This design comes from an exercise in tuning for small area and a short achievable clock period on the open sky130 flow, not from production work.
At most, simulation tests tie the RTL to the original design; equivalence was not proved.
Power and IR drop assume default switching activity.

## arm
module arm (
    input  logic        clk, rst,
    input  logic [31:0] Instr,
    input  logic [31:0] ReadData,
    output logic [31:0] WriteData,
    output logic [31:0] PC, ALUResult,
    output logic        MemWrite
);
    logic [31:0] PCF, InstrD;
    logic        RegWriteE, MemtoRegE, MemWriteE, BranchE, ALUSrcE, FlagWE;
    logic        CondExE, BranchTakenE;
    logic        SubE, LogE, OrrE;               
    logic [3:0]  RA1E, RA2E, WA3E;
    logic [31:0] RD1E, RD2E;
    logic [23:0] ImmE;
    logic        ImmMemE, ImmBrE;                
    logic        selAM, selAP, selAR, selBM, selBP, selBR;    
    logic        RegWriteM, MemtoRegM, MemWriteM;
    logic [3:0]  WA3M;
    logic [31:0] ALUOutM, WriteDataM;
    logic [31:0] rf [0:14];
    logic [14:0] rf_valid;
    assign PC        = PCF;
    assign ALUResult = ALUOutM;
    assign WriteData = WriteDataM;
    assign MemWrite  = MemWriteM;
    logic isDP, isADD, isSUB, isAND, isORR, isLDR, isSTR, isMEM, isB, isBT;
    assign isADD = (InstrD[27:26] == 2'b00) && (InstrD[24:21] == 4'b0100);
    assign isSUB = (InstrD[27:26] == 2'b00) && (InstrD[24:21] == 4'b0010);
    assign isAND = (InstrD[27:21] == 7'b0000000);
    assign isORR = (InstrD[27:21] == 7'b0001100);
  ...
For scale: about 3000 cells after synthesis, about 750 flip-flops, roughly 36000 sq um of cells after synthesis.
export LEC_CHECK = 0
export CAP_MARGIN = 20
export CORE_MARGIN = 2
export CORE_UTILIZATION = 55
export SLEW_MARGIN = 20
export SYNTH_HIERARCHICAL = 1
export SYNTH_MINIMUM_KEEP_SIZE = 0
create_clock -name core_clock -period 16.0 [get_ports {clk}]
standard.sh (not shown) runs the stock make flow with config.mk's settings and CLKGATE_MAP_FILE= SYNTH_SCRIPT=/design/flow/synth_recipe.tcl, a recipe that flattens the netlist after the stock synthesis.
==> flow/flow/run.sh <==
#!/bin/bash
# Layout flow: the standard ORFS flow, with
#  - port buffers of a fast, small cell instead of the default delay buffer,
#  - a clock tree without dummy balancing loads,
#  - timing repair aimed below the 16 ns clock (the clock and the SDC are unchanged;
#    repair only tries to leave more slack than the default margin).
set -euo pipefail
cd "$(dirname "$0")/.."
export BUFFER_PORTS_ARGS="-buffer_cell sky130_fd_sc_hd__buf_2"
export SETUP_SLACK_MARGIN=11.8
export CTS_ARGS="-sink_clustering_enable -repair_clock_nets -dont_use_dummy_load -buf_list {sky130_fd_sc_hd__clkbuf_8 sky130_fd_sc_hd__clkbuf_16} -sink_clustering_size 24 -sink_clustering_max_diameter 60"
bash standard.sh > standard.log 2>&1
Rerun with:
--- a/flow/flow/run.sh
+++ b/flow/flow/run.sh
@@ -8,5 +8,5 @@
 cd "$(dirname "$0")/.."
 export BUFFER_PORTS_ARGS="-buffer_cell sky130_fd_sc_hd__buf_2"
-export SETUP_SLACK_MARGIN=11.8
-export CTS_ARGS="-sink_clustering_enable -repair_clock_nets -dont_use_dummy_load -buf_list {sky130_fd_sc_hd__clkbuf_8 sky130_fd_sc_hd__clkbuf_16} -sink_clustering_size 24 -sink_clustering_max_diameter 60"
+export SETUP_SLACK_MARGIN=11.5
+export CTS_ARGS="-sink_clustering_enable -repair_clock_nets -dont_use_dummy_load -buf_list {sky130_fd_sc_hd__clkbuf_8} -sink_clustering_size 20 -sink_clustering_max_diameter 50"
 bash standard.sh > standard.log 2>&1
CAP_MARGIN = 10   (was 20)
CORE_UTILIZATION = 65   (was 55)
SLEW_MARGIN = 10   (was 20)
Worst setup slack degrades by 0.062 ns.
Fmax goes down by 1.3%.
Sequential power barely changes.
Via count is lower by 0.34%.
Synthesized cell count does not change.
Count of clock-buffer cells in the layout rose by 18.
Hold slack improved by 0.0060 ns.
Power went down by 6.6%.
Die area shrinks by 15%.
Rerun with:
--- a/flow/flow/run.sh
+++ b/flow/flow/run.sh
@@ -9,4 +9,4 @@
 export BUFFER_PORTS_ARGS="-buffer_cell sky130_fd_sc_hd__buf_2"
 export SETUP_SLACK_MARGIN=11.5
-export CTS_ARGS="-sink_clustering_enable -repair_clock_nets -dont_use_dummy_load -buf_list {sky130_fd_sc_hd__clkbuf_8} -sink_clustering_size 20 -sink_clustering_max_diameter 50"
+export CTS_ARGS="-sink_clustering_enable -repair_clock_nets -dont_use_dummy_load"
 bash standard.sh > standard.log 2>&1
CAP_MARGIN = 20   (was 10)
CORE_UTILIZATION = 40   (was 65)
SLEW_MARGIN = 20   (was 10)
Die area is higher by 61%.
Power grows by 18%.
Final area goes up by 3.7%.
Fmax is higher by 1.8%.
Flip-flop and latch count does not change.
Wire length climbs by 13%.
Sequential share of layout area falls by 1.8 points.
Utilization fell by 26 points.
Cell count grows by 11%.
Synthesized area stays the same.
Count of clock-buffer cells in the layout climbs by 13.
Rerun with:
--- a/flow/flow/run.sh
+++ b/flow/flow/run.sh
@@ -8,5 +8,5 @@
 cd "$(dirname "$0")/.."
 export BUFFER_PORTS_ARGS="-buffer_cell sky130_fd_sc_hd__buf_2"
-export SETUP_SLACK_MARGIN=11.5
+export SETUP_SLACK_MARGIN=12.5
 export CTS_ARGS="-sink_clustering_enable -repair_clock_nets -dont_use_dummy_load"
 bash standard.sh > standard.log 2>&1
What happened: The new run produced a clean layout. Hold slack is about the same. Via count rises by 6.0%. Setup slack is worse by 0.051 ns. Power rose by 3.3%. Wire length climbs by 6.0%. Global-route usage grows by 2.0 points. Clock power stays flat. Area after synthesis is unchanged. Clock-buffer cell count is unchanged.
Rerun with:
--- a/flow/flow/run.sh
+++ b/flow/flow/run.sh
@@ -8,5 +8,5 @@
 cd "$(dirname "$0")/.."
 export BUFFER_PORTS_ARGS="-buffer_cell sky130_fd_sc_hd__buf_2"
-export SETUP_SLACK_MARGIN=12.5
-export CTS_ARGS="-sink_clustering_enable -repair_clock_nets -dont_use_dummy_load"
+export SETUP_SLACK_MARGIN=11.5
+export CTS_ARGS="-sink_clustering_enable -repair_clock_nets -dont_use_dummy_load -buf_list {sky130_fd_sc_hd__clkbuf_8 sky130_fd_sc_hd__clkbuf_16} -sink_clustering_size 24 -sink_clustering_max_diameter 60"
 bash standard.sh > standard.log 2>&1
CAP_MARGIN = 10   (was 20)
CORE_UTILIZATION = 65   (was 40)
SLEW_MARGIN = 10   (was 20)
What happened:
- critical path depth is unchanged
- worst hold slack degrades by 0.0095 ns
- sequential share of layout area rose by 6.8 points
- die area decreases by 38%
- combinational power goes down by 28%
- maximum frequency went up by 0.57%
- synthesized area stays the same
Rerun with:
--- a/flow/flow/run.sh
+++ b/flow/flow/run.sh
@@ -8,5 +8,5 @@
 cd "$(dirname "$0")/.."
 export BUFFER_PORTS_ARGS="-buffer_cell sky130_fd_sc_hd__buf_2"
-export SETUP_SLACK_MARGIN=11.5
+export SETUP_SLACK_MARGIN=11.0
 export CTS_ARGS="-sink_clustering_enable -repair_clock_nets -dont_use_dummy_load -buf_list {sky130_fd_sc_hd__clkbuf_8 sky130_fd_sc_hd__clkbuf_16} -sink_clustering_size 24 -sink_clustering_max_diameter 60"
 bash standard.sh > standard.log 2>&1
CAP_MARGIN = 20   (was 10)
CORE_UTILIZATION = 55   (was 65)
SLEW_MARGIN = 20   (was 10)
Outcome: The changed run finished with timing, DRC and antenna clean; final area came out lower by about 1.7%; maximum frequency came out lower by 4.8%; sequential share of layout area came out higher by 0.80 points.

* * *

Setup of alpha:
Another version of the RTL of arm (not shown whole).
For scale: about 760 flip-flops.
export LEC_CHECK = 0
export CAP_MARGIN = 10
export CORE_MARGIN = 2
export CORE_UTILIZATION = 65
export SLEW_MARGIN = 10
export SYNTH_HIERARCHICAL = 1
export SYNTH_MINIMUM_KEEP_SIZE = 0
create_clock -name core_clock -period 16.0 [get_ports {clk}]
==> flow/flow/run.sh <==
#!/bin/bash
# Layout flow: the standard ORFS flow, with
#  - port buffers of a fast, small cell instead of the default delay buffer,
#  - a clock tree without dummy balancing loads,
#  - timing repair aimed below the 16 ns clock (the clock and the SDC are unchanged;
#    repair only tries to leave more slack than the default margin).
set -euo pipefail
cd "$(dirname "$0")/.."
export BUFFER_PORTS_ARGS="-buffer_cell sky130_fd_sc_hd__buf_2"
export SETUP_SLACK_MARGIN=11.5
export CTS_ARGS="-sink_clustering_enable -repair_clock_nets -dont_use_dummy_load -buf_list {sky130_fd_sc_hd__clkbuf_8 sky130_fd_sc_hd__clkbuf_16} -sink_clustering_size 24 -sink_clustering_max_diameter 60"
bash standard.sh > standard.log 2>&1
Modified inputs, beta compared to alpha
- changing SLEW_MARGIN from 10 to 20
- changing CAP_MARGIN from 10 to 20
- changing CORE_UTILIZATION from 65 to 55
Notes after the runs:
The higher global-route usage of beta and alpha is in alpha.
Diff alpha -> beta: global-route wire length before repair went up, via count moved down.
Internal power of the cells, beta and alpha: larger value in beta
alpha → beta: met3 usage in global routing -5.4 points, layout overhead on the synthesized area shows an increase of 0.34 points, core utilization fell 11 points.
Function was not checked in any run of this note: the RTL went through the layout flow alone.

* * *

## run A
arm with an RTL version that a note above also has.
Size in the first run: roughly 3000 cells after synthesis, about 750 flip-flops, about 160 I/O pins, ~0.036 mm2 of cells after synthesis.
Settings: LEC_CHECK=0, CAP_MARGIN=20, CORE_MARGIN=2, CORE_UTILIZATION=55, CTS_BUF_LIST=sky130_fd_sc_hd__clkbuf_4 sky130_fd_sc_hd__clkbuf_8, SLEW_MARGIN=20, SYNTH_HIERARCHICAL=1, SYNTH_MINIMUM_KEEP_SIZE=0; clock period 16.0 ns.
==> flow/flow/run.sh <==
#!/bin/bash
# Layout flow: the standard ORFS flow, with
#  - port buffers of a fast, small cell instead of the default delay buffer,
#  - a clock tree without dummy balancing loads,
#  - timing repair aimed below the 16 ns clock (the clock and the SDC are unchanged;
#    repair only tries to leave more slack than the default margin).
set -euo pipefail
cd "$(dirname "$0")/.."
export BUFFER_PORTS_ARGS="-buffer_cell sky130_fd_sc_hd__buf_2"
export SETUP_SLACK_MARGIN=11.5
export CTS_ARGS="-sink_clustering_enable -repair_clock_nets -dont_use_dummy_load"
bash standard.sh > standard.log 2>&1
In summary, run A completed successfully, with a layout that passed the timing, DRC and antenna checks.
Input changes introduced in run B (baseline for comparison: run A):
Settings: CTS_BUF_LIST removed (was sky130_fd_sc_hd__clkbuf_4 sky130_fd_sc_hd__clkbuf_8).
diff --git a/flow/flow/run.sh b/flow/flow/run.sh
--- a/flow/flow/run.sh
+++ b/flow/flow/run.sh
@@ -10,3 +10,3 @@
 export SETUP_SLACK_MARGIN=11.5
-export CTS_ARGS="-sink_clustering_enable -repair_clock_nets -dont_use_dummy_load"
+export CTS_ARGS="-sink_clustering_enable -repair_clock_nets -dont_use_dummy_load -buf_list {sky130_fd_sc_hd__clkbuf_8 sky130_fd_sc_hd__clkbuf_16} -sink_clustering_size 30 -sink_clustering_max_diameter 80"
 bash standard.sh > standard.log 2>&1
==> summary.txt <==
- From run A to run B, synthesized net count did not move at all.
- Run B ends up with a power share of the sequential group that is 7.5 points higher than in run A.
- Synthesized cell count: run A vs run B identical
- Run B gives more arrival time at the worst endpoint than run A did.
- Diff run A -> run B: required arrival time at the worst endpoint neither gained nor lost much; power share of the clock group lost 9.0 points; non-clock buffer share of cell area picked up an extra 0.34 points; maximum clock rate lost about 1.2%.
- On run B: final cycle utilization of the critical path is 0.35 points higher than what run A gave.
- The launch point of the critical path comes out PCF[25] in one run and ALUOutM[25] in the other, namely in run A and run B respectively.
- Wire length came out lower on run B than on run A.
Here is what was changed in the inputs of run C compared with run B.
diff --git a/flow/flow/run.sh b/flow/flow/run.sh
--- a/flow/flow/run.sh
+++ b/flow/flow/run.sh
@@ -10,3 +10,3 @@
 export SETUP_SLACK_MARGIN=11.5
-export CTS_ARGS="-sink_clustering_enable -repair_clock_nets -dont_use_dummy_load -buf_list {sky130_fd_sc_hd__clkbuf_8 sky130_fd_sc_hd__clkbuf_16} -sink_clustering_size 30 -sink_clustering_max_diameter 80"
+export CTS_ARGS="-sink_clustering_enable -repair_clock_nets -dont_use_dummy_load -buf_list {sky130_fd_sc_hd__clkbuf_8 sky130_fd_sc_hd__clkbuf_16} -sink_clustering_size 24 -sink_clustering_max_diameter 60"
 bash standard.sh > standard.log 2>&1
==> comparison <==
Run C ended with more worst-case reg-to-reg path depth than run B.
Looking only at share of power burned in the clock network, and setting everything else aside, the higher value of run C and run B goes to run C.
Sort run C and run B by power in the clock group, descending, and run C comes first.
Compared with run B, run C shows a higher final core utilization.
Run B → run C: worst setup slack down 0.023 ns, combinational power flat, proportion of cell area occupied by multi-input gates down 0.22 points.
When the final numbers for run C and run B were put side by side, the total chip power turned out to be greater in run C.
Routed wire length across run C and run B: no real change.
Comparing run B with run C, the via count came out essentially unchanged.
For aggregate global-route resource usage, run C and run B come out practically identical.
Run comparison: run C end point of the critical path ALUResult[17]; run B end point of the critical path ALUResult[25]

* * *

Another version of the RTL of arm (not shown whole).
Size in the first run: ~750 flip-flops, roughly 35000 µm² of cells after synthesis.
==> flow/config.mk <==
export PLATFORM = sky130hd
export DESIGN_NAME = arm
export DESIGN_NICKNAME = arm
export VERILOG_FILES = /design/flow/design.v
export SDC_FILE = /design/flow/constraint.sdc
export NUM_CORES = 4
export LEC_CHECK = 0
export CAP_MARGIN = 20
export CORE_MARGIN = 2
export CORE_UTILIZATION = 55
export SLEW_MARGIN = 20
export SYNTH_HIERARCHICAL = 1
export SYNTH_MINIMUM_KEEP_SIZE = 0
==> flow/constraint.sdc <==
create_clock -name core_clock -period 16.0 [get_ports {clk}]
set_input_delay 3.2000 -clock core_clock [delete_from_list [all_inputs] [get_ports {clk}]]
set_output_delay 3.2000 -clock core_clock [all_outputs]
set_load 0.01 [all_outputs]
==> flow/flow/run.sh <==
#!/bin/bash
# Layout flow: the standard ORFS flow, with
#  - port buffers of a fast, small cell instead of the default delay buffer,
#  - a clock tree without dummy balancing loads,
#  - timing repair aimed below the 16 ns clock (the clock and the SDC are unchanged;
#    repair only tries to leave more slack than the default margin).
set -euo pipefail
cd "$(dirname "$0")/.."
export BUFFER_PORTS_ARGS="-buffer_cell sky130_fd_sc_hd__buf_2"
export SETUP_SLACK_MARGIN=11.5
export CTS_ARGS="-sink_clustering_enable -repair_clock_nets -dont_use_dummy_load -buf_list {sky130_fd_sc_hd__clkbuf_8 sky130_fd_sc_hd__clkbuf_16} -sink_clustering_size 24 -sink_clustering_max_diameter 60"
bash standard.sh > standard.log 2>&1
The starting point ran to the end with no violations.
Next try:
CAP_MARGIN = 10   (was 20)
CORE_UTILIZATION = 65   (was 55)
SLEW_MARGIN = 10   (was 20)
Result: Global-route usage climbs by 8.4 points. Worst setup slack degrades by 0.0082 ns. Flip-flop and latch count stays the same. Non-clock buffer count drops by 42. Die area drops by 15%. Power barely changes. Area after synthesis does not change. Routed wire length climbs by 1.7%.

-- afterwards: timing with drivers on the ports --
Ports are ideal in the flow. The routed layouts listed here were re-timed in OpenROAD. Step 1: set_driving_cell puts a clkbuf_16 on clk and a buf_2 on each other input, an assumption about the parent block. Step 2 also shifts input and output timing later by t, the mid clock arrival at the registers, as if the neighbouring blocks saw the same clock. Slacks: ideal / step 1 / step 2; pairs: ideal / step 1.
run | t (ns) | setup slack, ns | worst setup path at the end | slew at the worst register clock pin (ns) | pins driven straight from the clock port
the first run of note 1 | 0.676 | 11.418 / 11.352 / 11.247 | input to register | 0.09 / 0.09 | 1
the second run of note 1 | 0.727 | 11.355 / 11.292 / 10.906 | input to register | 0.11 / 0.11 | 1
the third run of note 1 | 0.687 | 11.439 / 11.372 / 11.144 | input to register | 0.07 / 0.07 | 1
the fourth run of note 1 | 0.696 | 11.388 / 11.322 / 11.577 | register to register | 0.06 / 0.06 | 1
the fifth run of note 1 | 0.666 | 11.414 / 11.348 / 10.937 | input to register | 0.09 / 0.09 | 1
the sixth run of note 1 | 0.684 | 11.182 / 11.182 / 11.059 | input to register | 0.10 / 0.10 | 1
alpha | 0.660 | 11.459 / 11.398 / 11.154 | input to register | 0.09 / 0.09 | 1
beta | 0.682 | 11.463 / 11.407 / 10.882 | input to register | 0.10 / 0.10 | 1
run A | 0.680 | 11.489 / 11.420 / 11.021 | input to register | 0.06 / 0.06 | 1
run B | 0.662 | 11.433 / 11.365 / 10.966 | input to register | 0.12 / 0.12 | 1
run C | 0.684 | 11.410 / 11.341 / 10.982 | input to register | 0.10 / 0.10 | 1
the first run of note 4 | 0.675 | 11.453 / 11.387 / 11.077 | input to register | 0.10 / 0.10 | 1
the second run of note 4 | 0.673 | 11.445 / 11.379 / 11.179 | input to register | 0.10 / 0.10 | 1
After both steps setup and hold are still met in every run listed. For beta, which loses most, drivers alone change the setup slack by -0.056 ns; drivers and shift together by -0.581 ns.
